What follows belongs to an exercise in optimizing a design on an open flow for small area and a short achievable clock period; a production flow would make more cautious choices.
At most, simulation tests tie the RTL to the original design; equivalence was not proved.
Only the layout flow was run in runs 1 to 7; the RTL was not checked for function there.
Power figures rest on the tool's default switching activity, not on a simulated workload.

### flow/config.mk
export PLATFORM = sky130hd
export DESIGN_NAME = FIR
export DESIGN_NICKNAME = FIR
export VERILOG_FILES = /design/flow/design.v
export SDC_FILE = /design/flow/constraint.sdc
export NUM_CORES = 4
export LEC_CHECK = 0
export CAP_MARGIN = 20
export CORE_MARGIN = 2
export CORE_UTILIZATION = 40
export SLEW_MARGIN = 20
### flow/constraint.sdc
create_clock -name core_clock -period 10.0 [get_ports {i_clk}]
set_input_delay 2.0000 -clock core_clock [delete_from_list [all_inputs] [get_ports {i_clk}]]
set_output_delay 2.0000 -clock core_clock [all_outputs]
set_load 0.01 [all_outputs]
### flow/design.v
`timescale 1ns / 1ps
module FIR
#(
parameter data_in = 16,
parameter no_tap = 10
)
(
    input i_clk,
    input signed [data_in-1:0] i_serial_in ,
    input i_data_wr,
    output signed [2*data_in-1:0] o_data_out ,
    output o_data_rdy,
    input i_reset
    );
    reg [15:0] r [0:8];
    reg [15:0] hold;
    reg [25:0] acc;          
    reg        cy;
    reg [25:0] out;
    reg        rdy;
    reg        wr;           
    reg        ld;           
    reg  [3:0] lab;          
    reg  [3:0] k;            
    reg  [3:0] nv;           
    reg        repl;         
    reg sA256, sA8, sAh, sAl, sB4n, sB4p, sBh, sB1;
    integer i;
    wire       wr_n  = !i_reset && i_data_wr && !wr;
    wire [3:0] lab_p = lab + 4'd1 + {3'd0, wr};
    wire [3:0] lab_n = (lab_p >= 4'd9) ? lab_p - 4'd9 : lab_p;
    wire [3:0] k_n   = wr ? 4'd1 : (k == 4'd11 ? 4'd11 : k + 4'd1);
    wire [3:0] nv_n  = (wr && nv != 4'd10) ? nv + 4'd1 : nv;
    wire       rd_n  = (k_n != 4'd0) && (k_n <= 4'd9);    
    wire [3:0] age_n = (lab_n == 4'd0) ? 4'd9 : lab_n;     
    wire       rv_n  = rd_n && (age_n < nv_n);             
    wire       h_n   = rd_n && (age_n == 4'd1) && (nv_n != 4'd0);
    always @(posedge i_clk) begin
        wr   <= wr_n;
        ld   <= wr_n && (nv != 4'd0);
        rdy  <= !i_reset && wr;
        lab  <= i_reset ? 4'd0 : lab_n;
        k    <= k_n;
        nv   <= i_reset ? 4'd0 : nv_n;
        repl <= (lab_n == 4'd0) && (k_n >= 4'd2) && (k_n <= 4'd10);
        sA256<= rv_n && (age_n == 4'd3 || age_n == 4'd5 || age_n == 4'd9);
        sB4n <= rv_n && (age_n == 4'd3 || age_n == 4'd5 || age_n == 4'd9);
        sA8  <= rv_n && (age_n == 4'd4 || age_n == 4'd6);
        sB4p <= rv_n && (age_n == 4'd4 || age_n == 4'd6);
        sB1  <= rv_n && (age_n == 4'd7);
        sAl  <= rd_n && ((age_n == 4'd2 && nv_n >= 4'd4) || (age_n == 4'd8 && nv_n == 4'd10));
        sAh  <= h_n;
        sBh  <= h_n;
    end
    always @(posedge i_clk) begin
        r[0] <= repl ? hold : r[8];
        for (i = 1; i < 9; i = i + 1) r[i] <= r[i-1];
        if (wr) hold <= i_serial_in;
    end
    wire [15:0] x  = r[8];
    wire [15:0] fx = {~x[15], x[14:0]};                
    wire [15:0] gx = {x[15], ~x[14:0]};                
    wire [15:0] fl = {~r[7][15], r[7][14:0]};
    wire [15:0] fh = {~hold[15], hold[14:0]};
    wire [25:0] laneA = (sA256 ? {2'd0, fx, 8'd0}  : 26'd0)
                      | (sA8   ? {7'd0, fx, 3'd0}  : 26'd0)
                      | (sAh   ? {7'd0, fh, 3'd0}  : 26'd0)
                      | (sAl   ? {10'd0, fl}       : 26'd0);
    wire [25:0] laneB = (sB4n  ? {8'd0, gx, 2'd0}  : 26'd0)
                      | (sB4p  ? {8'd0, fx, 2'd0}  : 26'd0)
                      | (sBh   ? {9'd0, fh, 1'd0}  : 26'd0)
                      | (sB1   ? {10'd0, fx}       : 26'd0);
    wire g3 = nv >= 4'd3, g4 = nv >= 4'd4, g5 = nv >= 4'd5;
    wire g6 = nv >= 4'd6, g7 = nv >= 4'd7, g9 = nv >= 4'd9;
    wire [25:0] cinit = {1'b1, !g5, !g3 || (g5 && !g9), 2'b11, !g6,
                         !g4 || (g6 && !g9), g9, !g3 || (g4 && !g5) || g6,
                         !g3 || g9, (g3 && !g7) || g9, 11'd0, g5,
                         (g3 && !g5) || g9, 2'b00};
    wire [25:0] a0 = wr ? cinit : acc;
    wire [25:0] ps = a0 ^ laneA ^ laneB;
    wire [25:0] pc = {(a0[24:0] & laneA[24:0]) | (a0[24:0] & laneB[24:0]) | (laneA[24:0] & laneB[24:0]), 1'b0};
    wire [13:0] lo = {1'b0, ps[12:0]} + {1'b0, pc[12:0]};
    wire [13:0] hc = {ps[25:13], 1'b1} + {pc[25:13], cy & !wr};
    wire [12:0] hi = hc[13:1];
    always @(posedge i_clk) begin
        acc <= {hi, lo[12:0]};
        cy  <= lo[13];
        if (i_reset) out <= 26'd0;
        else if (ld) out <= acc;
    end
    assign o_data_rdy = rdy;
    assign o_data_out = {{6{out[25]}}, out};
endmodule
### flow/flow/run.sh
#!/bin/bash
# Standard ORFS layout (the standard.sh), with repair_timing asked to
# leave more setup slack than the default so it keeps improving the paths.
set -euo pipefail
bash standard.sh SETUP_SLACK_MARGIN=6.5  finish > make_finish.log 2>&1
### flow/standard.sh
#!/bin/bash
# synth_recipe.tcl (not shown) runs the flow's synth.tcl, then flattens the netlist and writes it again
# the make line also repeats each setting of config.mk as NAME=value (left out here)
make -C /OpenROAD-flow-scripts/flow DESIGN_CONFIG=/design/flow/config.mk WORK_HOME=/design/flow/orfs CLKGATE_MAP_FILE= SYNTH_SCRIPT=/design/flow/synth_recipe.tcl "${@:-finish}"
==> results_dict.tcl, run 1 <==
set metrics [dict create \
    grt_pass1_vias 5251 \
    core_mm2 0.0216 \
    fin_setup_tns_ns 0 \
    fin_ws_ns 6.58 \
    fin_util 0.487 \
    dieArea_mm2 0.0230 \
    synth.cell_area_mm2 0.00874 \
    hold_viol 0 \
    crit_fanout 8 \
    synth_enable_flop_cells 16 \
    timing.final.crit_period_ns 3.42 \
    drc_errors 0 \
    synth_area_per_cell_um2 11.0 \
    firstDrtPassIters 5 \
    worst_pin_slew_ns 0.759 \
    yosysUniqueCellTypes 58 \
    fin_hold_ws_ns 0.320 \
    finClkSkew_ns 0.00774 \
    r2r_setup_slack_ns 6.65 \
    syn_nets 874 \
    place_ws_ns 6.00 \
    maxCapViolCount 0 \
    path_cells "clkdlybuf4s50_1" \
    synthToLayoutAreaGrowth_pct 20.6 \
    power.leakage_nw 4.36 \
    routed_via_density 4.89 \
    wl_per_cell_um 14.9 \
    grt-ovfl-total 0 \
    vias 5578 \
    hp-class "reg2reg" \
    worstPathRequired_ns 8.00 \
    grt_antenna_before_repair 0 \
    hold_buffers 0 \
    max_freq_ghz 0.292 \
    die_h_um 152 \
    cp-end-kind "output pin" \
    fin_crit_sh 0.342 \
    hpwl_um 12000 \
    power_density_mw_per_mm2 317 \
    critPathMaxStageDelay_ns 0.55 \
    drive_gt1_frac 0.127 \
    ys.flop_type "dfxtp_1" \
    n_antenna_cell 0 \
    drt_iter0_markers 313 \
    yosys.area.top_type_share 0.499 \
    criticalPathCategory "reg2out" \
    globalRouteTotalUtil 0.149 \
    clock_latency_ns 0.50 \
    io_buffers 51 \
    cp_slowest_cell "clkdlybuf4s50_1" \
    numCtsBuffers 22 \
    grt_first_pass_wirelength_um 27300 \
    grt_max_degree 37 \
    drt-total-wl_um 16900 \
    drtAntennaViolNets 0 \
    nNetsFinal 927 \
    ys_seq_elements 234 \
    clk_pin_slew_ns 0.06 \
    rsz0062_at_grt "no" \
    initial_utilization 0.404 \
    vdd_drop_max_v 0.000120 \
    total_power_mw 3.34 \
    finalSetupViolations 0 \
    row_count 54 \
    die_x_um 152 \
    crit_buf_inv 1 \
    cts_max_level 1 \
    synthCells 792 \
    cp-start-kind "flop" \
    tritoncts "yes" \
    post-synth-top-area-cell "dfxtp_1" \
    clock_path_buffers 3 \
    ys_top_cells_by_area "dfxtp_1, ha_1, edfxtp_1, fa_1, mux2i_1" \
    ys_warn_count 2 \
    maxSlewViolCount 0 \
    async_flop_share 0 \
    crit_family "buffers and inverters" \
    fillers 1942 \
    cp_data_arrival_time_ns 1.42 \
    status "no timing/DRC/antenna violations" \
    slew_headroom 0.493 \
    cts.sinks 234 \
    gp_congestion 0.818 \
    synth_seq_area_share 0.554 \
    root_buffer "clkbuf_16" \
    ios 52 \
]
-- cell usage after synthesis (3+ instances only) --
master and count:
dfxtp_1 218, nand2b_1 6, ha_1 43, or2_2 4, a21o_1 6, a222oi_1 3, nor4_1 4, and3_1 6
mux2_2 11, inv_1 34, and2_1 10, nor2_1 60, o211ai_1 4, a22oi_1 11, edfxtp_1 16, a211oi_1 6
xor2_1 7, o21ai_0 26, fa_1 20, nand2_1 59, mux2i_1 35, o21a_1 6, xnor2_1 16, nor2b_1 36
o22ai_1 3, a21oi_1 34, clkbuf_1 25, a21boi_0 3, nand3_1 30, buf_4 6, nor3_1 5
-- repair_timing --
action,in CTS,in global routing
setup buffers,5,6
gates resized for setup,10,33
setup endpoints to repair,18,18
pin swaps,2,9
endpoints found under the hold margin,0,0
-- cells in the final DEF (no fill, tap or decap), types with 4 or more instances in the layout --
cell,n
dfxtp_1,212
nor2_1,60
nand2_1,59
clkdlybuf4s50_1,49
ha_1,37
mux2i_1,35
nor2b_1,34
a21oi_1,31
nand3_1,29
inv_1,29
clkbuf_16,22
o21ai_0,19
fa_1,19
xnor2_1,16
edfxtp_1,16
a22oi_1,11
mux2_2,11
buf_4,11
and2_1,10
clkbuf_8,8
xor2_1,7
and3_1,6
o21a_1,6
a21o_1,6
nand2b_1,5
o21ai_1,5
nor3_1,5
or2_2,4
a21oi_2,4
a211oi_1,4
o211ai_1,4
ha_4,4
-- cell type report --
class                   count  area, µm²  area share
repair buffers             64        629      0.0597
flip-flops and latches    234       4860       0.461
well taps                 280        350      0.0332
clock inverters            10        146      0.0139
inverters                  34        143      0.0135
clock buffers              30        661      0.0627
multi-input cells         489       3750       0.356
-- routing by layer --
layer	up-vias	share of wire	GRT usage
li1	2815	-	-
met1	2599	0.50	0.221
met2	139	0.42	0.223
met3	25	0.055	0.0266
met4	0	0.019	0.0403
met5	-	0	0
-- report_power, final --
| part | total [mW] | internal (mW) | switching (mW) |
|---|---|---|---|
| sequential | 1.44 | 1.27 | 0.174 |
| clock | 0.887 | 0.543 | 0.344 |
| combinational | 1.01 | 0.473 | 0.539 |
-- through the flow --
stage          std cells  instance area [µm²]
2_1_floorplan        792                 8830
3_3_place_gp        1090                 9520
3_5_place_dp        1090                 9520
4_1_cts             1135                10400
5_1_grt             1141                10500
6_report            1141                10500
-- registers in the layout, summed over array words and instances, names as in the netlist, 4 cells and up --
register  count
r           144
acc          26
out          26
hold         16
k             4
lab           4
nv            4
-- kinds of logic after synthesis --
logic type	count (synthesis)	share of synthesized area
flops	234	0.554
simple gates	228	0.125
compound gates	128	0.0995
buf+inv	69	0.0339
fa+ha+maj	63	0.107
mux	46	0.0543
xor+xnor	24	0.0249
-- worst paths after layout --
kind / end / startpoint / cells past startpoint
hold / removal: r[7][15] / r[6][15] / 0
hold reg to reg: r[7][15] / r[6][15] / 0
setup reg to reg: sB4p / wr / 15
setup / recovery: o_data_out[25] / out[25] / 1
==> run 2: changes to the inputs <==
==> flow/flow/run.sh (replaced) <==
#!/bin/bash
# Standard ORFS layout (the standard.sh), with repair_timing asked to
# leave more setup slack than the default so it keeps improving the paths.
set -euo pipefail
bash standard.sh SETUP_SLACK_MARGIN=7  finish > make_finish.log 2>&1
==> run 2 against run 1 <==
  * Still clean on timing, DRC and antenna
  * Power increased by 6.9%
  * Synthesized area is the same
  * Wire length rose by 4.4%
  * Cell count increased by 2.6%
  * Worst setup slack better by 0.18 ns
  * Sequential share of layout area is 1.9 points lower
==> results_dict.tcl, run 2 <==
set metrics [dict create \
    maxSlewViolCount 0 \
    min_from "r[3][15]" \
    critPathLaunch "nv[1]" \
    worst_pin_slew_ns 0.785 \
    cp-start-kind "flop" \
    cp-end-kind "flop" \
    slew_headroom 0.476 \
    criticalPathCategory "reg2reg" \
    ys.flop_type "dfxtp_1" \
    layout_commonest_cell "dfxtp_1" \
    finalNonFillerCells 1171 \
    die_x_um 152 \
    vias 5631 \
    crit_fanout 4 \
    maxCapViolCount 0 \
    cts.sinks 234 \
    post-synth-top-area-cell "dfxtp_1" \
    hp-class "reg2reg" \
    cts_max_level 1 \
    ios 52 \
    root_buffer "clkbuf_16" \
    regMostFlops "r" \
    wl_per_cell_um 15.1 \
    firstDrtPassIters 5 \
    nNetsFinal 956 \
    clock_path_buffers 3 \
    grt_max_degree 37 \
    r2r_start "nv[1]" \
    routed_via_density 4.81 \
    hpwl_um 11800 \
    grt-ovfl-total 0 \
    vdd_drop_max_v 0.000127 \
    syn_nets 874 \
    rsz0062_at_grt "yes" \
    cp_data_arrival_time_ns 3.65 \
    status "no timing/DRC/antenna violations" \
    grt_pass1_vias 5338 \
    synthToLayoutAreaGrowth_pct 26.8 \
    drtAntennaViolNets 0 \
    numCtsBuffers 23 \
    max_freq_ghz 0.308 \
    largest_register_ffs 144 \
    path_cells "inv_6, ha_4, nand2b_4, buf_4, nor2_4, nand2_1, o21ai_1, nor2_1, a21oi_2, fa_1, inv_2, ha_4, o211ai_1, o21ai_2, nand3_2, a311oi_4, mux2i_1, nor2_1" \
    gp_congestion 0.811 \
    grt_antenna_before_repair 0 \
    dieArea_mm2 0.0230 \
    globalRouteTotalUtil 0.154 \
    fin_setup_tns_ns 0 \
    drt-total-wl_um 17700 \
    yosysUniqueCellTypes 58 \
    synth_seq_area_share 0.554 \
    row_count 54 \
    drt_iter0_markers 298 \
    grt_first_pass_wirelength_um 28000 \
    core_mm2 0.0216 \
    clock_latency_ns 0.53 \
    worstPathRequired_ns 10.41 \
    fillers 1921 \
    n_antenna_cell 0 \
    hold_viol 0 \
    reg.largest.list "r: 144 flops, acc: 26 flops, out: 26 flops" \
    yosysMostFrequentCell "dfxtp_1" \
    synth_enable_flop_cells 16 \
    synthCells 792 \
    ys_seq_elements 234 \
    final_cell_mix "dfxtp_1, nand2_1, nor2_1, buf_4, mux2i_1" \
    drive_gt1_frac 0.253 \
    io_buffers 51 \
    fin_crit_sh 0.324 \
    synth_area_per_cell_um2 11.0 \
    synth.cell_area_mm2 0.00874 \
    power_density_mw_per_mm2 323 \
    dp.cells 1090 \
    clk_pin_slew_ns 0.06 \
    async_flop_share 0 \
    total_power_mw 3.57 \
    timing.final.crit_period_ns 3.24 \
    critPathMaxStageDelay_ns 0.49 \
    power.leakage_nw 4.62 \
    die_h_um 152 \
    netlist_top_cells_count "dfxtp_1, nor2_1, nand2_1" \
    initial_utilization 0.404 \
    yosys.area.top_type_share 0.499 \
    cp_slowest_cell "fa_1" \
    drc_errors 0 \
    finalSetupViolations 0 \
    ys_warn_count 2 \
    ys_top_cells_by_area "dfxtp_1, ha_1, edfxtp_1, fa_1, mux2i_1" \
    finClkSkew_ns 0.00836 \
    tritoncts "yes" \
]
==> run 2: path summary, 6_finish.rpt <==
kind,end,slack (ns),depth (start not counted)
min,r[4][15],0.32,0
min reg2reg,r[4][15],0.32,0
max,acc[25],6.76,18
max reg2reg,acc[25],6.76,18
==> run 2: layout make-up <==
| type | instances | area, µm² | area share |
|---|---|---|---|
| Sequential cell | 234 | 4900 | 0.442 |
| Multi-Input combinational cell | 489 | 3980 | 0.359 |
| Timing Repair Buffer | 92 | 816 | 0.0737 |
| Clock buffer | 29 | 649 | 0.0586 |
| Tap cell | 280 | 350 | 0.0316 |
| Clock inverter | 13 | 240 | 0.0217 |
| Inverter | 34 | 145 | 0.0131 |
==> run 2: metal layers <==
layer / track usage / vias to the layer above / part of all wire
met2: 0.239 / 122 / 0.43
met4: 0.0435 / 0 / 0.020
met3: 0.0296 / 25 / 0.051
met1: 0.220 / 2608 / 0.50
met5: 0 / - / 0
li1: - / 2876 / -
==> run 2: logic make-up after synthesis <==
family	Yosys count	synth area share
DFF	234	0.554
AOI/OAI and AO/OA	128	0.0995
buffers and inverters	69	0.0339
and+or+nand+nor	228	0.125
adders and majority gates	63	0.107
xor gates and xnor gates	24	0.0249
muxes	46	0.0543
==> run 2: through the flow <==
step / setup slack [ns] / hold WS [ns] / util / area [µm²]
finish: 6.76 / 0.317 / 0.512 / 11100
global route: 6.62 / 0.324 / 0.512 / 11100
CTS: 6.74 / 0.318 / 0.499 / 10800
detailed placement: 6.04 / 0.312 / 0.442 / 9560
global placement: 6.22 / 0.310 / 0.442 / 9560
floorplan: 6.59 / 0.310 / - / 8890
==> run 2: worst max-delay path: cells and delay by family (launching register included) <==
family	cells	cell delay (ns)
flip-flops	1	0.36
AO/OA/AOI/OAI	5	0.80
multiplexers	1	0.22
buffers and inverters	3	0.26
adder cells (fa/ha/maj)	3	0.87
AND/OR/NAND/NOR	6	0.61
==> run 2: repair_timing <==
action | in CTS | in global routing
endpoints found under the setup margin | 56 | 48
hold endpoints to repair | 0 | 0
gates cloned | 0 | 0
buffers inserted | 29 | 10
pin swaps | 40 | 26
resized for setup | 210 | 48
hold buffers | 0 | 0
==> run 2: where the power goes <==
group | total [mW] | internal, mW | switching (mW)
clock network | 0.983 | 0.621 | 0.363
registers | 1.44 | 1.27 | 0.174
logic | 1.15 | 0.555 | 0.592
==> run 3: changes to the inputs <==
--- a/flow/design.v
+++ b/flow/design.v
@@ -23,5 +23,5 @@
     reg  [3:0] lab;          
     reg  [3:0] k;            
-    reg  [3:0] nv;           
+    reg [10:1] t;            
     reg        repl;         
     reg sA256, sA8, sAh, sAl, sB4n, sB4p, sBh, sB1;
@@ -31,16 +31,16 @@
     wire [3:0] lab_n = (lab_p >= 4'd9) ? lab_p - 4'd9 : lab_p;
     wire [3:0] k_n   = wr ? 4'd1 : (k == 4'd11 ? 4'd11 : k + 4'd1);
-    wire [3:0] nv_n  = (wr && nv != 4'd10) ? nv + 4'd1 : nv;
+    wire [10:1] t_n  = t | ({10{wr}} & {t[9:1], 1'b1});
     wire       rd_n  = (k_n != 4'd0) && (k_n <= 4'd9);    
     wire [3:0] age_n = (lab_n == 4'd0) ? 4'd9 : lab_n;     
-    wire       rv_n  = rd_n && (age_n < nv_n);             
-    wire       h_n   = rd_n && (age_n == 4'd1) && (nv_n != 4'd0);
+    wire       rv_n  = rd_n && t_n[age_n + 4'd1];          
+    wire       h_n   = rd_n && (age_n == 4'd1) && t_n[1];
     always @(posedge i_clk) begin
         wr   <= wr_n;
-        ld   <= wr_n && (nv != 4'd0);
+        ld   <= wr_n && t[1];
         rdy  <= !i_reset && wr;
         lab  <= i_reset ? 4'd0 : lab_n;
         k    <= k_n;
-        nv   <= i_reset ? 4'd0 : nv_n;
+        t    <= i_reset ? 10'd0 : t_n;
         repl <= (lab_n == 4'd0) && (k_n >= 4'd2) && (k_n <= 4'd10);
         sA256<= rv_n && (age_n == 4'd3 || age_n == 4'd5 || age_n == 4'd9);
@@ -49,5 +49,5 @@
         sB4p <= rv_n && (age_n == 4'd4 || age_n == 4'd6);
         sB1  <= rv_n && (age_n == 4'd7);
-        sAl  <= rd_n && ((age_n == 4'd2 && nv_n >= 4'd4) || (age_n == 4'd8 && nv_n == 4'd10));
+        sAl  <= rd_n && ((age_n == 4'd2 && t_n[4]) || (age_n == 4'd8 && t_n[10]));
         sAh  <= h_n;
         sBh  <= h_n;
@@ -71,6 +71,5 @@
                       | (sBh   ? {9'd0, fh, 1'd0}  : 26'd0)
                       | (sB1   ? {10'd0, fx}       : 26'd0);
-    wire g3 = nv >= 4'd3, g4 = nv >= 4'd4, g5 = nv >= 4'd5;
-    wire g6 = nv >= 4'd6, g7 = nv >= 4'd7, g9 = nv >= 4'd9;
+    wire g3 = t[3], g4 = t[4], g5 = t[5], g6 = t[6], g7 = t[7], g9 = t[9];
     wire [25:0] cinit = {1'b1, !g5, !g3 || (g5 && !g9), 2'b11, !g6,
                          !g4 || (g6 && !g9), g9, !g3 || (g4 && !g5) || g6,
==> run 3 against run 2 <==
  * Synthesized area increased by 0.92%
  * Fmax increased by 6.1%
  * Via count increased by 2.2%
  * Wire length increased by 6.4%
  * Design area decreased by 0.17%
  * Die area increased by 0.89%
  * Cell count about the same
  * Count of clock-buffer cells in the layout increased by 1
  * Sequential share of layout area increased by 1.3 points
  * Sequential cell count increased by 6
  * Synthesized cell count increased by 0.13%
  * Clock skew increased by 0.0046 ns
  * Critical path type is now reg2out
  * Largest cell class unchanged
  * Highest routed layer unchanged
==> results_dict.tcl, run 3 <==
set metrics [dict create \
    crit_buf_inv 1 \
    grt_first_pass_wirelength_um 28800 \
    worst_pin_slew_ns 0.846 \
    routed_via_density 4.92 \
    reg.largest.list "r: 144 flops, acc: 26 flops, out: 26 flops" \
    ios 52 \
    finalNonFillerCells 1170 \
    critPathLaunch "out[25]" \
    vdd_drop_max_v 0.000146 \
    hpwl_um 12000 \
    synth.cell_area_mm2 0.00882 \
    core_mm2 0.0218 \
    ys_seq_elements 240 \
    gp_congestion 0.841 \
    cp_slowest_cell "dfxtp_4" \
    cp-end-kind "output pin" \
    timing.final.crit_period_ns 3.06 \
    layout_commonest_cell "dfxtp_1" \
    async_flop_share 0 \
    status "no timing/DRC/antenna violations" \
    power.leakage_nw 4.51 \
    worstPathRequired_ns 8.00 \
    ys_warn_count 2 \
    clock_latency_ns 0.52 \
    synth_seq_area_share 0.563 \
    wl_per_cell_um 16.1 \
    final_cell_mix "dfxtp_1, nor2_1, nand2_1, a21oi_1, mux2i_1" \
    root_buffer "clkbuf_16" \
    min_from "r[6][15]" \
    grt_max_degree 43 \
    finClkSkew_ns 0.0130 \
    crit_family "flip-flops" \
    criticalPathCategory "reg2out" \
    row_count 54 \
    post-synth-top-area-cell "dfxtp_1" \
    firstDrtPassIters 6 \
    grt_antenna_before_repair 0 \
    max_freq_ghz 0.327 \
    cts.sinks 240 \
    path_cells "buf_6" \
    ys.flop_type "dfxtp_1" \
    syn_nets 867 \
    cp-start-kind "flop" \
    placed_area_mm2 0.00960 \
    critPathMaxStageDelay_ns 0.42 \
    fin_setup_tns_ns 0 \
    grt-ovfl-total 0 \
    io_buffers 51 \
    globalRouteTotalUtil 0.153 \
    drtAntennaViolNets 0 \
    ys_top_cells_by_area "dfxtp_1, edfxtp_1, ha_1, fa_1, mux2i_1" \
    slew_headroom 0.435 \
    drt_iter0_markers 290 \
    vias 5754 \
    power_density_mw_per_mm2 303 \
    yosys.area.top_type_share 0.509 \
    r2r_start "r[8][0]" \
    nNetsFinal 945 \
    regMostFlops "r" \
    initial_utilization 0.405 \
    synth_enable_flop_cells 16 \
    synthToLayoutAreaGrowth_pct 25.4 \
    die_h_um 152 \
    final_area_mm2 0.0111 \
    hold_viol 0 \
    clock_path_buffers 3 \
    netlist_top_cells_count "dfxtp_1, nor2_1, nand2_1" \
    drt-total-wl_um 18800 \
    numCtsBuffers 25 \
    hp-class "reg2reg" \
    drive_gt1_frac 0.247 \
    hold_buffers 0 \
    yosysMostFrequentCell "dfxtp_1" \
    drc_errors 0 \
    yosysUniqueCellTypes 60 \
    fin_crit_sh 0.306 \
    maxSlewViolCount 0 \
    n_antenna_cell 0 \
    synth_area_per_cell_um2 11.1 \
    rsz0062_at_grt "yes" \
    cts_max_level 1 \
    r2r_setup_slack_ns 7.06 \
    finalSetupViolations 0 \
    tritoncts "yes" \
    maxCapViolCount 0 \
    grt_pass1_vias 5416 \
    cp_data_arrival_time_ns 1.06 \
    dp.cells 1090 \
    largest_register_ffs 144 \
    synthCells 793 \
    clk_pin_slew_ns 0.06 \
    dieArea_mm2 0.0232 \
    crit_fanout 8 \
    die_x_um 152 \
]
run 3: cell types whose count changed after synthesis, moves of 4 or more:
cell      delta
mux2i_1      -4
nor2_1      +11
a21o_1       -5
mux2_2       +5
xnor2_1      +9
nor2b_1     -15
a22oi_1      +7
o211ai_1     +7
dfxtp_1      +6
ha_1         -8
o21a_1       +7
o21ai_0      -7
nand3_1     -12
xor2_1       -4
run 3: final timing paths:
path	endpoint	depth (start not counted)
worst max-delay path	o_data_out[26]	1
worst min-delay path	r[7][15]	0
worst max register to register	acc[10]	11
worst min register to register	r[7][15]	0
run 3: area by class of cell:
type / instances / area, µm²
Fill cell: 1925 / 10700
Sequential cell: 240 / 5030
Multi-Input combinational cell: 483 / 3820
Timing Repair Buffer: 87 / 811
Clock buffer: 30 / 706
Tap cell: 280 / 350
Clock inverter: 16 / 204
Inverter: 34 / 135
run 3: worst reg2reg max path, stage by stage, from the launching register on:
cell      delay, ns
dfxtp_4        0.38
mux2i_1        0.20
nand3_1        0.12
fa_1           0.49
ha_1           0.31
a21o_1         0.19
a21oi_4        0.16
nor2b_2        0.06
or4_4          0.44
a211oi_4       0.28
buf_4          0.16
xnor2_2        0.05
run 3: where the power goes:
| group | switching [mW] | internal, mW | total [mW] |
|---|---|---|---|
| Clock | 0.383 | 0.611 | 0.994 |
| Sequential | 0.174 | 1.30 | 1.47 |
| Combinational | 0.441 | 0.436 | 0.877 |
| Total | 0.997 | 2.35 | 3.35 |
run 3: what timing repair did:
item | 4_1_cts | 5_1_grt
pin swaps | 7 | 27
endpoints found under the setup margin | 59 | 46
resized for setup | 175 | 71
buffers inserted | 15 | 19
run 3: kinds of logic after synthesis:
kind of cell	after synthesis	share of synthesized area
fa+ha+maj	55	0.0951
simple gates	216	0.115
compound gates	133	0.101
flops	240	0.563
xor+xnor	31	0.0359
buf+inv	70	0.0326
mux	48	0.0569
run 3: routing by layer:
metal	vias up	part of all wire	global-route usage	wire length, µm
met3	33	0.045	0.0267	854
met1	2710	0.50	0.221	9320
met5	-	0	0	0
li1	2872	-	-	-
met2	139	0.44	0.233	8240
met4	0	0.022	0.0494	405
run 3: through the flow:
stage	worst slack [ns]	util	power [mW]	hold slack, ns
3_5_place_dp	6.14	0.441	2.24	0.312
2_1_floorplan	6.79	-	2.03	0.310
6_report	6.94	0.508	3.35	0.318
5_1_grt	6.90	0.508	3.55	0.329
4_1_cts	6.91	0.487	3.29	0.322
3_3_place_gp	6.18	0.441	2.23	0.310
==> run 4: changes to the inputs <==
==> flow/flow/run.sh (replaced) <==
#!/bin/bash
# Standard ORFS layout (the standard.sh), with repair_timing asked to
# leave more setup slack than the default so it keeps improving the paths.
set -euo pipefail
bash standard.sh SETUP_SLACK_MARGIN=7 "BUFFER_PORTS_ARGS=-buffer_cell sky130_fd_sc_hd__buf_2" finish > make_finish.log 2>&1
--- a/flow/config.mk
+++ b/flow/config.mk
@@ -8,4 +8,5 @@
 export CAP_MARGIN = 20
 export CORE_MARGIN = 2
-export CORE_UTILIZATION = 40
+export CORE_UTILIZATION = 65
+export PLACE_DENSITY = 0.75
 export SLEW_MARGIN = 20
==> run 4 against run 3 <==
  * Non-clock buffer count increased by 1
  * Count of clock-buffer cells in the layout increased by 2
  * Die area fell by 38%
  * Sequential cell count did not move
  * Power shrank 0.87%
  * Synthesized area is the same
  * Design area decreased by 3.7%
  * Sequential power barely moved
  * Utilization rose by 30 points
  * Clock skew is 0.0049 ns higher
  * Combinational power rose by 7.0%
  * Wire length up 14%
  * Critical endpoint is now acc[10]
  * Largest power group unchanged
==> results_dict.tcl, run 4 <==
set metrics [dict create \
    status "no timing/DRC/antenna violations" \
    row_count 42 \
    io_buffers 51 \
    wl_per_cell_um 20.1 \
    grt_antenna_before_repair 0 \
    crit_buf_inv 1 \
    drt_iter0_markers 463 \
    power_density_mw_per_mm2 311 \
    synthCells 793 \
    fin_util 0.804 \
    ys_top_cells_by_area "dfxtp_1, edfxtp_1, ha_1, fa_1, mux2i_1" \
    ys_seq_elements 240 \
    vdd_drop_max_v 0.000243 \
    root_buffer "clkbuf_16" \
    slew_headroom 0.367 \
    async_flop_share 0 \
    synth.cell_area_mm2 0.00882 \
    synthToLayoutAreaGrowth_pct 20.8 \
    grt_first_pass_wirelength_um 31900 \
    globalRouteTotalUtil 0.282 \
    yosysUniqueCellTypes 60 \
    rsz0062_at_grt "yes" \
    drc_errors 0 \
    maxSlewViolCount 0 \
    hold_buffers 0 \
    netlist_top_cells_count "dfxtp_1, nor2_1, nand2_1" \
    yosysMostFrequentCell "dfxtp_1" \
    finalNonFillerCells 1062 \
    die_h_um 120 \
    cts.sinks 240 \
    worst_pin_slew_ns 0.948 \
    timing.final.crit_period_ns 3.05 \
    core_mm2 0.0132 \
    regMostFlops "r" \
    synth_enable_flop_cells 16 \
    criticalPathCategory "reg2reg" \
    syn_nets 867 \
    hold_viol 0 \
    crit_family "adder cells" \
    min_from "r[1][3]" \
    clk_pin_slew_ns 0.06 \
    yosys.area.top_type_share 0.509 \
    firstDrtPassIters 7 \
    ys_warn_count 2 \
    hpwl_um 12700 \
    initial_utilization 0.666 \
    crit_fanout 5 \
    critPathMaxStageDelay_ns 0.56 \
    ys.flop_type "dfxtp_1" \
    cp_slowest_cell "fa_1" \
    routed_via_density 5.84 \
    ios 52 \
    dp.cells 986 \
    final_cell_mix "dfxtp_1, nor2_1, nand2_1, buf_2, buf_4" \
    critPathLaunch "r[8][0]" \
    power.leakage_nw 4.45 \
    drt-total-wl_um 21400 \
    nNetsFinal 944 \
    reg.largest.list "r: 144 flops, acc: 26 flops, out: 26 flops" \
    layout_commonest_cell "dfxtp_1" \
    finClkSkew_ns 0.0179 \
    synth_area_per_cell_um2 11.1 \
    tritoncts "yes" \
    cp_data_arrival_time_ns 3.47 \
    worstPathRequired_ns 10.42 \
    cts_max_level 1 \
    numCtsBuffers 23 \
    finalSetupViolations 0 \
    largest_register_ffs 144 \
    path_cells "mux2i_2, nand3_2, fa_1, ha_1, a21o_1, a21oi_4, nor2b_1, or4_4, a211oi_4, buf_4, xnor2_1" \
    r2r_start "r[8][0]" \
    max_freq_ghz 0.328 \
    cp-end-kind "flop" \
    total_power_mw 3.32 \
    vias 6198 \
    synth_seq_area_share 0.563 \
    cp-start-kind "flop" \
    n_antenna_cell 0 \
    clock_path_buffers 3 \
    fin_setup_tns_ns 0 \
    grt-ovfl-total 0 \
    drtAntennaViolNets 0 \
    maxCapViolCount 0 \
    gp_congestion 0.867 \
    grt_pass1_vias 6195 \
    dieArea_mm2 0.0145 \
    hp-class "reg2reg" \
    drive_gt1_frac 0.246 \
    post-synth-top-area-cell "dfxtp_1" \
    die_x_um 120 \
    grt_max_degree 43 \
    fin_crit_sh 0.305 \
    fin_hold_ws_ns 0.322 \
    clock_latency_ns 0.51 \
]
[run 4: cell counts after synthesis]
Identical to the previous run, type by type.
[run 4: final timing paths]
| check | end | slack (ns) | cells after the start |
|---|---|---|---|
| worst min-delay path | r[2][3] | 0.32 | 0 |
| worst max register to register | acc[10] | 6.95 | 11 |
| worst min register to register | r[2][3] | 0.32 | 0 |
| worst max-delay path | acc[10] | 6.95 | 11 |
[run 4: logic make-up after synthesis]
logic type | Yosys count | share of synthesized area
DFF | 240 | 0.563
and+or+nand+nor | 216 | 0.115
AOI/OAI and AO/OA | 133 | 0.101
buffers and inverters | 70 | 0.0326
adders and majority gates | 55 | 0.0951
muxes | 48 | 0.0569
xor gates and xnor gates | 31 | 0.0359
[run 4: area by class of cell]
class,count,area (µm²)
inverters,34,135
clock buffers,32,641
clock inverters,9,128
flip-flops and latches,240,5020
well taps,176,220
repair buffers,88,647
fillers,755,2590
multi-input cells,483,3860
[run 4: routing by layer]
metal  up-vias  track usage  part of all wire
li1       2868            -                 -
met1      2975        0.359              0.40
met2       280        0.481              0.50
met3        75       0.0495             0.056
met4         0        0.110             0.040
met5         -            0                 0
[run 4: where the power goes]
part | switching [mW] | total, mW | internal (mW) | leakage [nW]
combinational | 0.486 | 0.938 | 0.451 | 2.06
sequential | 0.198 | 1.50 | 1.30 | 2.02
clock | 0.352 | 0.878 | 0.526 | 0.368
[run 4: what timing repair did]
item	in CTS	in global routing
gates cloned	0	1
resized for setup	40	53
buffers inserted	19	15
hold endpoints to repair	0	0
pin swaps	10	23
setup endpoints to repair	37	37
[run 4: metrics by stage]
| stage | instance area, µm² | setup slack [ns] |
|---|---|---|
| finish | 10600 | 6.95 |
| global route | 10600 | 6.88 |
| detailed placement | 9210 | 6.00 |
| CTS | 10300 | 6.97 |
| global placement | 9210 | 6.12 |
| floorplan | 8920 | 6.79 |
==> run 5: changes to the inputs <==
==> flow/flow/run.sh (replaced) <==
#!/bin/bash
# Standard ORFS layout (the standard.sh), with repair_timing asked to
# leave more setup slack than the default so it keeps improving the paths.
set -euo pipefail
bash standard.sh SETUP_SLACK_MARGIN=7 "BUFFER_PORTS_ARGS=-buffer_cell sky130_fd_sc_hd__buf_2" "CTS_ARGS=-sink_clustering_enable -repair_clock_nets -dont_use_dummy_load" finish > make_finish.log 2>&1
==> run 5 against run 4 <==
  * Still clean
  * Utilization fell by 2.2 points
  * Worst setup slack got worse by 0.019 ns
  * Die area did not move
  * Critical path type unchanged
==> results_dict.tcl, run 5 <==
set metrics [dict create \
    rsz0062_at_grt "yes" \
    async_flop_share 0 \
    crit_fanout 7 \
    cp-endpoint "acc[24]" \
    syn_nets 867 \
    wl_per_cell_um 19.9 \
    grt_max_degree 43 \
    multi_input_area_mm2 0.00383 \
    ios 52 \
    root_buffer "clkbuf_16" \
    r2r_setup_slack_ns 6.93 \
    largest_register_ffs 144 \
    routed_via_density 5.93 \
    hold_viol 0 \
    vdd_drop_max_v 0.000231 \
    cp_data_arrival_time_ns 3.46 \
    status "no timing/DRC/antenna violations" \
    layout_commonest_cell "dfxtp_1" \
    row_count 42 \
    core_mm2 0.0132 \
    r2r-end "acc[24]" \
    ys.flop_type "dfxtp_1" \
    worst_pin_slew_ns 0.916 \
    numCtsBuffers 23 \
    cts_max_level 1 \
    fin_setup_tns_ns 0 \
    hp-class "reg2reg" \
    netlist_top_cells_count "dfxtp_1, nor2_1, nand2_1" \
    regArea_mm2 0.00501 \
    die_x_um 120 \
    timing.final.crit_period_ns 3.07 \
    synth_enable_flop_cells 16 \
    gp_congestion 0.867 \
    dp.cells 986 \
    firstDrtPassIters 5 \
    globalRouteTotalUtil 0.281 \
    r2r_start "sB4n" \
    ys_top_cells_by_area "dfxtp_1, edfxtp_1, ha_1, fa_1, mux2i_1" \
    grt_pass1_vias 6183 \
    holdPathStages 0 \
    io_buffers 51 \
    final_area_mm2 0.0104 \
    die_h_um 120 \
    tritoncts "yes" \
    r2r_cells 10 \
    synthCells 793 \
    hpwl_um 12700 \
    grt-ovfl-total 0 \
    drive_gt1_frac 0.224 \
    maxCapViolCount 0 \
    fin_crit_sh 0.307 \
    drc_errors 0 \
    power.leakage_nw 4.30 \
    drt-total-wl_um 20600 \
    worstPathRequired_ns 10.39 \
    cp-end-kind "flop" \
    grt_antenna_before_repair 0 \
    synth_area_per_cell_um2 11.1 \
    yosysMostFrequentCell "dfxtp_1" \
    fillers 816 \
    cts.sinks 240 \
    synthToLayoutAreaGrowth_pct 17.5 \
    grt_first_pass_wirelength_um 31700 \
    ys_seq_elements 240 \
    drt_iter0_markers 449 \
    post-synth-top-area-cell "dfxtp_1" \
    hold_buffers 0 \
    critPathLaunch "sB4n" \
    final_cell_mix "dfxtp_1, nor2_1, nand2_1, buf_2, a21oi_1" \
    dieArea_mm2 0.0145 \
    reg.largest.list "r: 144 flops, acc: 26 flops, out: 26 flops" \
    initial_utilization 0.666 \
    clock_latency_ns 0.51 \
    synth_seq_area_share 0.563 \
    ys_warn_count 2 \
    yosys.area.top_type_share 0.509 \
    synth.cell_area_mm2 0.00882 \
    slew_headroom 0.389 \
    clock_path_buffers 3 \
    finalNonFillerCells 1037 \
    max_freq_ghz 0.326 \
    vias 6151 \
    drtAntennaViolNets 0 \
    power_density_mw_per_mm2 301 \
    nNetsFinal 937 \
    finClkSkew_ns 0.0349 \
    yosysUniqueCellTypes 60 \
    cp-start-kind "flop" \
    maxSlewViolCount 0 \
    n_antenna_cell 0 \
    criticalPathCategory "reg2reg" \
    regMostFlops "r" \
    clk_pin_slew_ns 0.06 \
    finalSetupViolations 0 \
    placed_area_mm2 0.00921 \
]
[run 5: cell counts after synthesis]
Identical to the previous run, type by type.
[run 5: critical path: stages, from the launching register on]
cell	delay (ns)
dfxtp_4	0.37
buf_4	0.18
a222oi_1	0.38
inv_1	0.11
fa_1	0.58
ha_4	0.24
o21a_1	0.17
o21a_1	0.18
a41o_1	0.29
o41ai_2	0.35
xnor2_1	0.11
[run 5: worst min-delay path by stage]
stage,from,end,slack [ns]
floorplan,r[0][0],r[1][0],0.31
global placement,r[5][6],r[6][6],0.31
detailed placement,r[1][8],r[2][8],0.31
CTS,r[2][1],r[3][1],0.32
global route,r[1][3],r[2][3],0.33
finish,r[2][1],r[3][1],0.32
[run 5: timing repair]
| item | CTS | global route |
|---|---|---|
| pin swaps | 10 | 21 |
| setup endpoints to repair | 37 | 29 |
| endpoints found under the hold margin | 0 | 0 |
| buffers inserted | 22 | 5 |
| gates cloned | 0 | 1 |
| gates resized for setup | 30 | 50 |
[run 5: power by group]
| group | internal, mW | leakage [nW] | switching, mW | total [mW] |
|---|---|---|---|---|
| combinational | 0.437 | 2.01 | 0.464 | 0.901 |
| sequential | 1.30 | 2.01 | 0.193 | 1.50 |
| clock | 0.403 | 0.283 | 0.321 | 0.725 |
[run 5: stage by stage]
step	setup slack, ns	power [mW]	util	hold slack (ns)
2_1_floorplan	6.79	2.03	-	0.310
3_3_place_gp	6.12	2.21	0.696	0.310
3_5_place_dp	6.00	2.25	0.696	0.312
4_1_cts	6.96	3.04	0.760	0.322
5_1_grt	6.82	3.27	0.782	0.326
6_report	6.93	3.12	0.782	0.322
[run 5: cells by family (layout without fill, tap and decap cells)]
kind of cell,Yosys count,count (layout),share of synthesized area
AND/OR/NAND/NOR,216,216,0.115
flip-flops,240,240,0.563
multiplexers,48,48,0.0569
AO/OA/AOI/OAI,133,133,0.101
adder cells (fa/ha/maj),55,55,0.0951
buffers and inverters,70,138,0.0326
XOR/XNOR,31,31,0.0359
[run 5: layout make-up]
class | count | area share
clock buffer | 23 | 0.0555
inverter | 34 | 0.0130
sequential | 240 | 0.484
timing repair buffer | 81 | 0.0566
tap | 176 | 0.0213
multi-input combinational | 483 | 0.370
[run 5: routing by layer]
metal / vias up / track usage / routed length [µm]
li1: 2837 / - / -
met5: - / 0 / 0
met4: 0 / 0.106 / 768
met3: 65 / 0.0495 / 1330
met1: 2977 / 0.360 / 8310
met2: 272 / 0.476 / 10200
==> run 6: changes to the inputs <==
==> flow/flow/run.sh (replaced) <==
#!/bin/bash
# Standard ORFS layout (the standard.sh), with repair_timing asked to
# leave more setup slack than the default so it keeps improving the paths.
set -euo pipefail
bash standard.sh SETUP_SLACK_MARGIN=7 "BUFFER_PORTS_ARGS=-buffer_cell sky130_fd_sc_hd__buf_2" "CTS_ARGS=-sink_clustering_enable -repair_clock_nets -dont_use_dummy_load -buf_list sky130_fd_sc_hd__clkbuf_8" finish > make_finish.log 2>&1
==> run 6 against run 5 <==
  * Wire length down 6.6%
  * Cell count up 1.2%
  * Worst setup slack better by 0.052 ns
==> results_dict.tcl, run 6 <==
set metrics [dict create \
    reg.largest.list "r: 144 flops, acc: 26 flops, out: 26 flops" \
    synth_seq_area_share 0.563 \
    yosys.area.top_type_share 0.509 \
    globalRouteTotalUtil 0.268 \
    holdPathStages 0 \
    fin_ws_ns 6.98 \
    post-synth-top-area-cell "dfxtp_1" \
    grt-ovfl-total 0 \
    clk_pin_slew_ns 0.06 \
    max_freq_ghz 0.331 \
    timing.final.crit_period_ns 3.02 \
    largest_register_ffs 144 \
    drtAntennaViolNets 0 \
    drive_gt1_frac 0.234 \
    ys_seq_elements 240 \
    hold_buffers 0 \
    ios 52 \
    place_ws_ns 6.00 \
    core_mm2 0.0132 \
    drt-total-wl_um 19300 \
    cts_max_level 2 \
    cp_slowest_cell "dfxtp_4" \
    maxSlewViolCount 0 \
    p_sw_uw 945 \
    worstPathRequired_ns 8.00 \
    yosysMostFrequentCell "dfxtp_1" \
    fin_setup_tns_ns 0 \
    fin_crit_sh 0.302 \
    finalSetupViolations 0 \
    tritoncts "yes" \
    wl_per_cell_um 18.4 \
    initial_utilization 0.666 \
    power_density_mw_per_mm2 292 \
    drt_iter0_markers 360 \
    cp-end-kind "output pin" \
    sequentialPowerShare 0.497 \
    grt_pass1_vias 6094 \
    drc_errors 0 \
    cp-start-kind "flop" \
    yosysUniqueCellTypes 60 \
    fin_hold_ws_ns 0.301 \
    synth_enable_flop_cells 16 \
    grt_antenna_before_repair 0 \
    p_clk_frac 0.212 \
    syn_nets 867 \
    synth_area_per_cell_um2 11.1 \
    die_x_um 120 \
    row_count 42 \
    io_buffers 51 \
    die_h_um 120 \
    regMostFlops "r" \
    n_antenna_cell 0 \
    netlist_top_cells_count "dfxtp_1, nor2_1, nand2_1" \
    vdd_drop_max_v 0.000205 \
    synthCells 793 \
    r2r_cells 11 \
    nNetsFinal 949 \
    slew_headroom 0.410 \
    hold_viol 0 \
    numCtsBuffers 36 \
    hpwl_um 12700 \
    synth.cell_area_mm2 0.00882 \
    gp_congestion 0.867 \
    root_buffer "clkbuf_8" \
    layout_commonest_cell "dfxtp_1" \
    finClkSkew_ns 0.0440 \
    clock_path_buffers 3 \
    routed_via_density 5.77 \
    cts.sinks 240 \
    fin_util 0.774 \
    maxCapViolCount 0 \
    synthToLayoutAreaGrowth_pct 16.3 \
    final_cell_mix "dfxtp_1, nor2_1, nand2_1, buf_2, clkbuf_8" \
    crit_fanout 8 \
    async_flop_share 0 \
    dieArea_mm2 0.0145 \
    rsz0062_at_grt "yes" \
    hp-class "reg2reg" \
    ys_top_cells_by_area "dfxtp_1, edfxtp_1, ha_1, fa_1, mux2i_1" \
    grt_first_pass_wirelength_um 30200 \
    power.leakage_nw 4.26 \
    fillers 870 \
    crit_family "flip-flops" \
    ys_warn_count 2 \
    combPwrFrac 0.291 \
    criticalPathCategory "reg2out" \
    cp.depth 1 \
    path_cells "buf_2" \
    clock_latency_ns 0.51 \
    ys.flop_type "dfxtp_1" \
    crit_buf_inv 1 \
    vias 6049 \
    worst_pin_slew_ns 0.884 \
    cp_data_arrival_time_ns 1.02 \
    switching_share 0.316 \
    firstDrtPassIters 6 \
    p_int_mw 2.05 \
    status "no timing/DRC/antenna violations" \
    grt_max_degree 43 \
    critPathMaxStageDelay_ns 0.40 \
]
## run 6: cell counts after synthesis
No cell type changed its count.
## run 6: worst paths after layout
kind | startpoint | endpoint | slack, ns
setup / recovery | out[25] | o_data_out[29] | 6.98
hold / removal | r[3][15] | r[4][15] | 0.30
hold reg to reg | r[3][15] | r[4][15] | 0.30
setup reg to reg | sB4p | acc[12] | 7.02
## run 6: cells by family (layout without fill, tap and decap cells)
group	after synthesis	in the layout	synth area share
buf+inv	70	150	0.0326
flops	240	240	0.563
mux	48	48	0.0569
compound gates	133	133	0.101
simple gates	216	216	0.115
fa+ha+maj	55	55	0.0951
xor+xnor	31	31	0.0359
## run 6: through the flow
| step | total power, mW | area (µm²) | cells |
|---|---|---|---|
| after global placement | 2.21 | 9210 | 986 |
| after global routing | 3.16 | 10300 | 1049 |
| after detailed placement | 2.25 | 9210 | 986 |
| after CTS | 2.94 | 9990 | 1040 |
| final | 2.99 | 10300 | 1049 |
| after floorplan | 2.03 | 8920 | 793 |
## run 6: worst reg2reg max path, cell delays in order, from the launching register on
cell       delay (ns)
dfxtp_4          0.42
mux2i_1          0.20
nand3_1          0.13
fa_1             0.49
ha_1             0.29
a21o_1           0.19
a21oi_4          0.16
nor2b_2          0.06
or4_4            0.45
a211oi_4         0.29
o2bb2ai_2        0.13
xnor2_1          0.13
## run 6: area by class of cell
cell class	instances	area (µm²)	share of cell area
repair buffers	80	587	0.0572
multi-input cells	483	3800	0.371
flip-flops and latches	240	5020	0.489
inverters	34	135	0.0132
well taps	176	220	0.0215
clock buffers	36	495	0.0483
## run 6: per-layer routing
layer  global-route usage  routed length [µm]  vias up
li1                     -                   -     2852
met1                0.342                8270     2904
met2                0.445                9430      240
met3               0.0519                1070       53
met4                0.116                 510        0
met5                    0                   0        -
## run 6: repair_timing
item | 4_1_cts | 5_1_grt
resized for setup | 37 | 43
buffers inserted | 18 | 8
gates cloned | 0 | 1
pin swaps | 8 | 27
setup endpoints to repair | 40 | 28
## run 6: power groups by stage
stage / logic, mW / clock network [mW] / registers (mW)
floorplan: 0.628 / 0 / 1.41
global placement: 0.721 / 0 / 1.49
detailed placement: 0.751 / 0 / 1.50
CTS: 0.808 / 0.649 / 1.48
global route: 0.956 / 0.687 / 1.51
finish: 0.871 / 0.633 / 1.49
==> run 7: changes to the inputs <==
==> flow/flow/run.sh (replaced) <==
#!/bin/bash
# Standard ORFS layout (the standard.sh), with repair_timing asked to
# leave more setup slack than the default so it keeps improving the paths.
set -euo pipefail
bash standard.sh SETUP_SLACK_MARGIN=7 "BUFFER_PORTS_ARGS=-buffer_cell sky130_fd_sc_hd__buf_2" "CTS_ARGS=-sink_clustering_enable -repair_clock_nets -dont_use_dummy_load -buf_list sky130_fd_sc_hd__clkbuf_4" finish > make_finish.log 2>&1
==> run 7 against run 6 <==
  * Combinational power down 0.7%
  * Critical path depth unchanged
  * Highest routed layer unchanged
  * Clock skew up 0.019 ns
  * Sequential cell count unchanged
  * Register-to-register slack worse by 0.03 ns
  * Design area up 1.2%
  * Hold slack better by 0.014 ns
  * First-iteration DRC count up 23%
==> results_dict.tcl, run 7 <==
set metrics [dict create \
    path_cells "buf_6" \
    numCtsBuffers 55 \
    finalNonFillerCells 1080 \
    fin_setup_tns_ns 0 \
    cp-start-kind "flop" \
    grt_max_degree 43 \
    fillers 841 \
    ys_seq_elements 240 \
    critPathMaxStageDelay_ns 0.36 \
    io_buffers 51 \
    finalSetupViolations 0 \
    drt-total-wl_um 19900 \
    row_count 42 \
    finClkSkew_ns 0.0634 \
    regMostFlops "r" \
    ys_top_cells_by_area "dfxtp_1, edfxtp_1, ha_1, fa_1, mux2i_1" \
    worstPathRequired_ns 8.00 \
    fin_crit_sh 0.313 \
    initial_utilization 0.666 \
    synth_seq_area_share 0.563 \
    slew_headroom 0.396 \
    hold_viol 0 \
    routed_via_density 5.70 \
    cts.sinks 240 \
    netlist_top_cells_count "dfxtp_1, nor2_1, nand2_1" \
    drc_errors 0 \
    fin_hold_ws_ns 0.315 \
    dp.cells 986 \
    crit_fanout 2 \
    total_power_mw 2.92 \
    power_density_mw_per_mm2 282 \
    die_h_um 120 \
    syn_nets 867 \
    criticalPathCategory "reg2out" \
    layout_commonest_cell "dfxtp_1" \
    clock_latency_ns 0.66 \
    grt_antenna_before_repair 0 \
    synth_area_per_cell_um2 11.1 \
    multi_input_area_mm2 0.00378 \
    grt_pass1_vias 6389 \
    timing.final.crit_period_ns 3.13 \
    maxSlewViolCount 0 \
    clock_path_buffers 3 \
    async_flop_share 0 \
    drtAntennaViolNets 0 \
    n_antenna_cell 0 \
    crit_buf_inv 1 \
    hp-class "reg2reg" \
    vias 6155 \
    yosysUniqueCellTypes 60 \
    maxCapViolCount 0 \
    core_mm2 0.0132 \
    die_x_um 120 \
    root_buffer "clkbuf_4" \
    wl_per_cell_um 18.4 \
    largest_register_ffs 144 \
    clk_pin_slew_ns 0.06 \
    gp_congestion 0.867 \
    rsz0062_at_grt "yes" \
    firstDrtPassIters 5 \
    cp_slowest_cell "dfxtp_4" \
    crit_family "flip-flops" \
    reg.largest.list "r: 144 flops, acc: 26 flops, out: 26 flops" \
    max_freq_ghz 0.320 \
    synth_enable_flop_cells 16 \
    place_ws_ns 6.00 \
    post-synth-top-area-cell "dfxtp_1" \
    synthToLayoutAreaGrowth_pct 17.7 \
    globalRouteTotalUtil 0.281 \
    cp-end-kind "output pin" \
    final_area_mm2 0.0104 \
    hpwl_um 12700 \
    dieArea_mm2 0.0145 \
    power.leakage_nw 4.34 \
    synthCells 793 \
    tritoncts "yes" \
    drive_gt1_frac 0.268 \
    fin_util 0.784 \
    ys_warn_count 2 \
    grt_first_pass_wirelength_um 31700 \
    yosysMostFrequentCell "dfxtp_1" \
    fin_ws_ns 6.87 \
    cts_max_level 2 \
    ys.flop_type "dfxtp_1" \
    worst_pin_slew_ns 0.905 \
    drt_iter0_markers 443 \
    vdd_drop_max_v 0.000190 \
    grt-ovfl-total 0 \
    synth.cell_area_mm2 0.00882 \
    yosys.area.top_type_share 0.509 \
    nNetsFinal 980 \
    hold_buffers 0 \
    ios 52 \
    placed_area_mm2 0.00921 \
    regArea_mm2 0.00503 \
    final_cell_mix "dfxtp_1, nor2_1, nand2_1, clkbuf_4, buf_4" \
    cp_data_arrival_time_ns 1.13 \
    status "no timing/DRC/antenna violations" \
]
-- run 7: layout make-up --
cell class                 count  share of cell area
timing repair buffer          92              0.0769
sequential                   240               0.485
tap                          176              0.0212
clock buffer                  55              0.0398
inverter                      34              0.0130
multi-input combinational    483               0.364
-- run 7: routing by layer --
layer / share of wire / track usage / up-vias
met5: 0 / 0 / -
met4: 0.024 / 0.110 / 0
met3: 0.059 / 0.0585 / 41
met2: 0.50 / 0.482 / 216
met1: 0.42 / 0.347 / 2969
li1: - / - / 2929
-- run 7: repair_timing --
action / in CTS / in global routing
gates resized for setup: 87 / 21
pin swaps: 10 / 22
hold endpoints to repair: 0 / 0
setup endpoints to repair: 62 / 46
setup buffers: 30 / 9
-- run 7: cell families (layout without fill, tap and decap cells) --
group,after synthesis,in the layout,share of synthesized area
and+or+nand+nor,216,216,0.115
DFF,240,240,0.563
muxes,48,48,0.0569
adders and majority gates,55,55,0.0951
xor gates and xnor gates,31,31,0.0359
buffers and inverters,70,181,0.0326
AOI/OAI and AO/OA,133,133,0.101
-- run 7: worst paths after layout --
path | startpoint | endpoint | slack (ns) | cells after the start
max | out[22] | o_data_out[22] | 6.87 | 1
min | r[6][8] | r[7][8] | 0.32 | 0
max reg2reg | r[8][0] | acc[12] | 6.99 | 11
min reg2reg | r[6][8] | r[7][8] | 0.32 | 0
-- run 7: power breakdown --
| part | switching [mW] | total (mW) | internal [mW] |
|---|---|---|---|
| Combinational | 0.443 | 0.865 | 0.422 |
| Clock | 0.319 | 0.568 | 0.249 |
| Sequential | 0.186 | 1.49 | 1.30 |
==> run 8: changes to the inputs <==
--- a/flow/design.v
+++ b/flow/design.v
@@ -23,6 +23,8 @@
     reg  [3:0] lab;          
     reg  [3:0] k;            
-    reg [10:1] t;            
+    reg        e0;           
+    reg        e1;           
     reg        repl;         
+    reg        zap;          
     reg sA256, sA8, sAh, sAl, sB4n, sB4p, sBh, sB1;
     integer i;
@@ -31,28 +33,30 @@
     wire [3:0] lab_n = (lab_p >= 4'd9) ? lab_p - 4'd9 : lab_p;
     wire [3:0] k_n   = wr ? 4'd1 : (k == 4'd11 ? 4'd11 : k + 4'd1);
-    wire [10:1] t_n  = t | ({10{wr}} & {t[9:1], 1'b1});
+    wire       e0_n  = e0 && !wr;
+    wire       e1_n  = wr ? e0 : e1;
     wire       rd_n  = (k_n != 4'd0) && (k_n <= 4'd9);    
+    wire       rr_n  = rd_n && !e1_n;                      
     wire [3:0] age_n = (lab_n == 4'd0) ? 4'd9 : lab_n;     
-    wire       rv_n  = rd_n && t_n[age_n + 4'd1];          
-    wire       h_n   = rd_n && (age_n == 4'd1) && t_n[1];
     always @(posedge i_clk) begin
         wr   <= wr_n;
-        ld   <= wr_n && t[1];
+        ld   <= wr_n && !e0;
         rdy  <= !i_reset && wr;
         lab  <= i_reset ? 4'd0 : lab_n;
         k    <= k_n;
-        t    <= i_reset ? 10'd0 : t_n;
+        e0   <= i_reset || e0_n;
+        e1   <= i_reset || e1_n;
         repl <= (lab_n == 4'd0) && (k_n >= 4'd2) && (k_n <= 4'd10);
-        sA256<= rv_n && (age_n == 4'd3 || age_n == 4'd5 || age_n == 4'd9);
-        sB4n <= rv_n && (age_n == 4'd3 || age_n == 4'd5 || age_n == 4'd9);
-        sA8  <= rv_n && (age_n == 4'd4 || age_n == 4'd6);
-        sB4p <= rv_n && (age_n == 4'd4 || age_n == 4'd6);
-        sB1  <= rv_n && (age_n == 4'd7);
-        sAl  <= rd_n && ((age_n == 4'd2 && t_n[4]) || (age_n == 4'd8 && t_n[10]));
-        sAh  <= h_n;
-        sBh  <= h_n;
+        zap  <= e1_n && (lab_n != 4'd0);
+        sA256<= rr_n && (age_n == 4'd3 || age_n == 4'd5 || age_n == 4'd9);
+        sB4n <= rr_n && (age_n == 4'd3 || age_n == 4'd5 || age_n == 4'd9);
+        sA8  <= rr_n && (age_n == 4'd4 || age_n == 4'd6);
+        sB4p <= rr_n && (age_n == 4'd4 || age_n == 4'd6);
+        sB1  <= rr_n && (age_n == 4'd7);
+        sAl  <= rr_n && (age_n == 4'd2 || age_n == 4'd8);
+        sAh  <= rd_n && !e0_n && (age_n == 4'd1);
+        sBh  <= rd_n && !e0_n && (age_n == 4'd1);
     end
     always @(posedge i_clk) begin
-        r[0] <= repl ? hold : r[8];
+        r[0] <= repl ? hold : (zap ? 16'd0 : r[8]);
         for (i = 1; i < 9; i = i + 1) r[i] <= r[i-1];
         if (wr) hold <= i_serial_in;
@@ -71,9 +75,5 @@
                       | (sBh   ? {9'd0, fh, 1'd0}  : 26'd0)
                       | (sB1   ? {10'd0, fx}       : 26'd0);
-    wire g3 = t[3], g4 = t[4], g5 = t[5], g6 = t[6], g7 = t[7], g9 = t[9];
-    wire [25:0] cinit = {1'b1, !g5, !g3 || (g5 && !g9), 2'b11, !g6,
-                         !g4 || (g6 && !g9), g9, !g3 || (g4 && !g5) || g6,
-                         !g3 || g9, (g3 && !g7) || g9, 11'd0, g5,
-                         (g3 && !g5) || g9, 2'b00};
+    wire [25:0] cinit = e0 ? 26'h3fb0000 : 26'h267800c;
     wire [25:0] a0 = wr ? cinit : acc;
     wire [25:0] ps = a0 ^ laneA ^ laneB;
==> flow/flow/run.sh (replaced) <==
#!/bin/bash
# Standard ORFS layout (the standard.sh), with repair_timing asked to
# leave more setup slack than the default so it keeps improving the paths.
set -euo pipefail
bash standard.sh SETUP_SLACK_MARGIN=7.2 "BUFFER_PORTS_ARGS=-buffer_cell sky130_fd_sc_hd__buf_2" "CTS_ARGS=-sink_clustering_enable -repair_clock_nets -dont_use_dummy_load -buf_list sky130_fd_sc_hd__clkbuf_8" finish > make_finish.log 2>&1
==> run 8 against run 7 <==
  * Still clean on timing, DRC and antenna
  * Count of clock-buffer cells in the layout decreased by 21
  * Critical path depth increased by 8
  * Power decreased by 0.95%
  * Via count is 7.6% lower
  * Sequential cell count down 7
==> results_dict.tcl, run 8 <==
set metrics [dict create \
    hold_viol 0 \
    die_h_um 118 \
    gp_congestion 0.869 \
    fillers 783 \
    synthCells 780 \
    nNetsFinal 951 \
    fin_setup_tns_ns 0 \
    worst_pin_slew_ns 0.973 \
    row_count 41 \
    firstDrtPassIters 8 \
    synthToLayoutAreaGrowth_pct 19.7 \
    multi_input_area_mm2 0.00356 \
    synthAdderAreaFrac 0.0987 \
    syn_nets 854 \
    layout_commonest_cell "dfxtp_1" \
    vias 5687 \
    root_buffer "clkbuf_8" \
    power.leakage_nw 4.36 \
    ios 52 \
    async_flop_share 0 \
    fin_crit_sh 0.306 \
    cts.sinks 233 \
    synth_enable_flop_cells 16 \
    place_ws_ns 6.32 \
    worstPathRequired_ns 10.35 \
    power_density_mw_per_mm2 285 \
    tritoncts "yes" \
    yosys.area_share.xor_xnor 0.0340 \
    grt-ovfl-total 0 \
    netlist_top_cells_count "dfxtp_1, nand2_1, nor2_1" \
    yosysUniqueCellTypes 59 \
    hp-class "reg2reg" \
    status "no timing/DRC/antenna violations" \
    hold_buffers 0 \
    clk_pin_slew_ns 0.06 \
    drtAntennaViolNets 0 \
    clock_path_buffers 3 \
    yosysMostFrequentCell "dfxtp_1" \
    wl_per_cell_um 16.7 \
    maxSlewViolCount 0 \
    ys_seq_elements 233 \
    post-synth-top-area-cell "dfxtp_1" \
    synth_seq_area_share 0.568 \
    slew_headroom 0.350 \
    dieArea_mm2 0.0140 \
    crit_fanout 3 \
    finalNonFillerCells 1047 \
    cp-start-kind "flop" \
    numCtsBuffers 34 \
    rsz0062_at_grt "yes" \
    vdd_drop_max_v 0.000225 \
    ys_warn_count 2 \
    total_power_mw 2.89 \
    reg.largest.list "r: 144 flops, acc: 26 flops, out: 26 flops" \
    synth_top_family_by_area "simple AND/OR/NAND/NOR gates" \
    maxCapViolCount 0 \
    initial_utilization 0.670 \
    drt_iter0_markers 430 \
    timing.final.crit_period_ns 3.06 \
    final_cell_mix "dfxtp_1, nand2_1, nor2_1, inv_1, buf_4" \
    cts_max_level 2 \
    regMostFlops "r" \
    grt_antenna_before_repair 0 \
    muxShareOfSynthArea 0.0354 \
    grt_first_pass_wirelength_um 28500 \
    globalRouteTotalUtil 0.255 \
    regArea_mm2 0.00488 \
    io_buffers 51 \
    routed_via_density 5.43 \
    cp-end-kind "flop" \
    synth_compound_area_frac 0.103 \
    core_mm2 0.0127 \
    drt-total-wl_um 17500 \
    ys.flop_type "dfxtp_1" \
    synth.cell_area_mm2 0.00849 \
    finClkSkew_ns 0.0619 \
    n_antenna_cell 0 \
    yosys.area.top_type_share 0.511 \
    finalSetupViolations 0 \
    dp.cells 970 \
    criticalPathCategory "reg2reg" \
    ys_top_cells_by_area "dfxtp_1, edfxtp_1, ha_1, fa_1, nand2_1" \
    hpwl_um 11400 \
    clock_latency_ns 0.52 \
    grt_max_degree 35 \
    max_freq_ghz 0.326 \
    die_x_um 118 \
    drive_gt1_frac 0.243 \
    drc_errors 0 \
    largest_register_ffs 144 \
    synth_area_per_cell_um2 10.9 \
    cp_data_arrival_time_ns 3.42 \
    grt_pass1_vias 5680 \
    synth-simple-area-share 0.122 \
    fin_ws_ns 6.94 \
]
-- run 8: changes by cell type after synthesis, sizes merged, moves of 17 or more --
cell | previous run | this run
nor2 | 71 | 54
nand2 | 60 | 86
nand2b | 9 | 26
mux2 | 17 | 0
o21ai | 19 | 41
-- run 8: layout make-up --
class / instances / area share
Clock buffer: 34 / 0.0460
Inverter: 47 / 0.0193
Multi-Input combinational cell: 466 / 0.350
Sequential cell: 233 / 0.480
Tap cell: 172 / 0.0212
Timing Repair Buffer: 95 / 0.0828
-- run 8: path summary, 6_finish.rpt --
check	startpoint	end	slack, ns	cells after the start
worst max-delay path	hold[1]	acc[12]	6.94	9
worst max register to register	hold[1]	acc[12]	6.94	9
worst min register to register	r[5][11]	r[6][11]	0.31	0
worst min-delay path	r[5][11]	r[6][11]	0.31	0
-- run 8: kinds of logic after synthesis --
group / count (synthesis)
buffers and inverters: 81
and+or+nand+nor: 220
AOI/OAI and AO/OA: 131
muxes: 30
xor gates and xnor gates: 30
adders and majority gates: 55
DFF: 233
-- run 8: critical path: stages, from the launching register on --
cell	delay [ns]
edfxtp_1	0.43
a221o_1	0.35
fa_2	0.57
ha_4	0.21
a211oi_2	0.22
o21bai_1	0.11
o311a_1	0.33
a311oi_2	0.35
mux2i_1	0.24
nand3_1	0.09
-- run 8: through the flow --
step                 util  hold slack, ns  cell area (µm²)
floorplan               -           0.310             8570
CTS                 0.789           0.306             9990
detailed placement  0.699           0.312             8860
global route        0.802           0.310            10200
global placement    0.699           0.309             8860
finish              0.802           0.315            10200
-- run 8: power by group --
part	total, mW	switching, mW	internal, mW	leakage [nW]
logic	0.938	0.497	0.441	2.17
clock network	0.601	0.300	0.302	0.244
registers	1.35	0.163	1.19	1.94
total	2.89	0.960	1.93	4.36
-- run 8: repair_timing --
| item | in CTS | in global routing |
|---|---|---|
| pin swaps | 14 | 19 |
| resized for setup | 103 | 13 |
| endpoints found under the setup margin | 59 | 50 |
| buffers inserted | 30 | 13 |
-- run 8: metal layers --
layer | vias up | part of all wire | GRT usage | wire length, µm
met5 | - | 0 | 0 | 0
met4 | 0 | 0.025 | 0.0873 | 435
li1 | 2811 | - | - | -
met3 | 43 | 0.056 | 0.0545 | 979
met2 | 222 | 0.45 | 0.405 | 7960
met1 | 2611 | 0.47 | 0.348 | 8160

-- port drivers added, routing unchanged --
How much do the figures lean on ideal ports? The routed layouts below were timed once more, with nothing changed but the port constraints. Step 1 assumes that a clkbuf_16 drives the clock port and a buf_2 every other input. Step 2 moves the port delays by t, midway between the first and last clock arrival at a register: inputs arrive t later, outputs are due t later. That takes back most of the time a late clock gives input paths. Slacks: ideal / step 1 / step 2; pairs: ideal / step 1.
| run | shift t [ns] | setup slack, ns | worst setup path at the end | clock arrival spread, ns | worst slew at a driven data input, ns |
|---|---|---|---|---|---|
| run 1 | 0.545 | 6.575 / 6.531 / 6.652 | register to register | 0.008 / 0.008 | 0.03 |
| run 2 | 0.563 | 6.758 / 6.758 / 6.758 | register to register | 0.010 / 0.010 | 0.04 |
| run 3 | 0.557 | 6.944 / 6.899 / 6.719 | input to register | 0.013 / 0.013 | 0.03 |
| run 4 | 0.542 | 6.949 / 6.935 / 6.883 | input to register | 0.019 / 0.019 | 0.04 |
| run 5 | 0.535 | 6.930 / 6.930 / 6.865 | input to register | 0.036 / 0.036 | 0.03 |
| run 6 | 0.530 | 6.983 / 6.943 / 6.872 | input to register | 0.046 / 0.046 | 0.03 |
| run 7 | 0.657 | 6.872 / 6.835 / 6.859 | input to register | 0.072 / 0.072 | 0.04 |
| run 8 | 0.534 | 6.935 / 6.935 / 6.935 | register to register | 0.065 / 0.065 | 0.04 |
After both steps setup and hold are still met in every run listed. For run 3, which loses most, drivers alone change the setup slack by -0.045 ns; drivers and shift together by -0.225 ns.
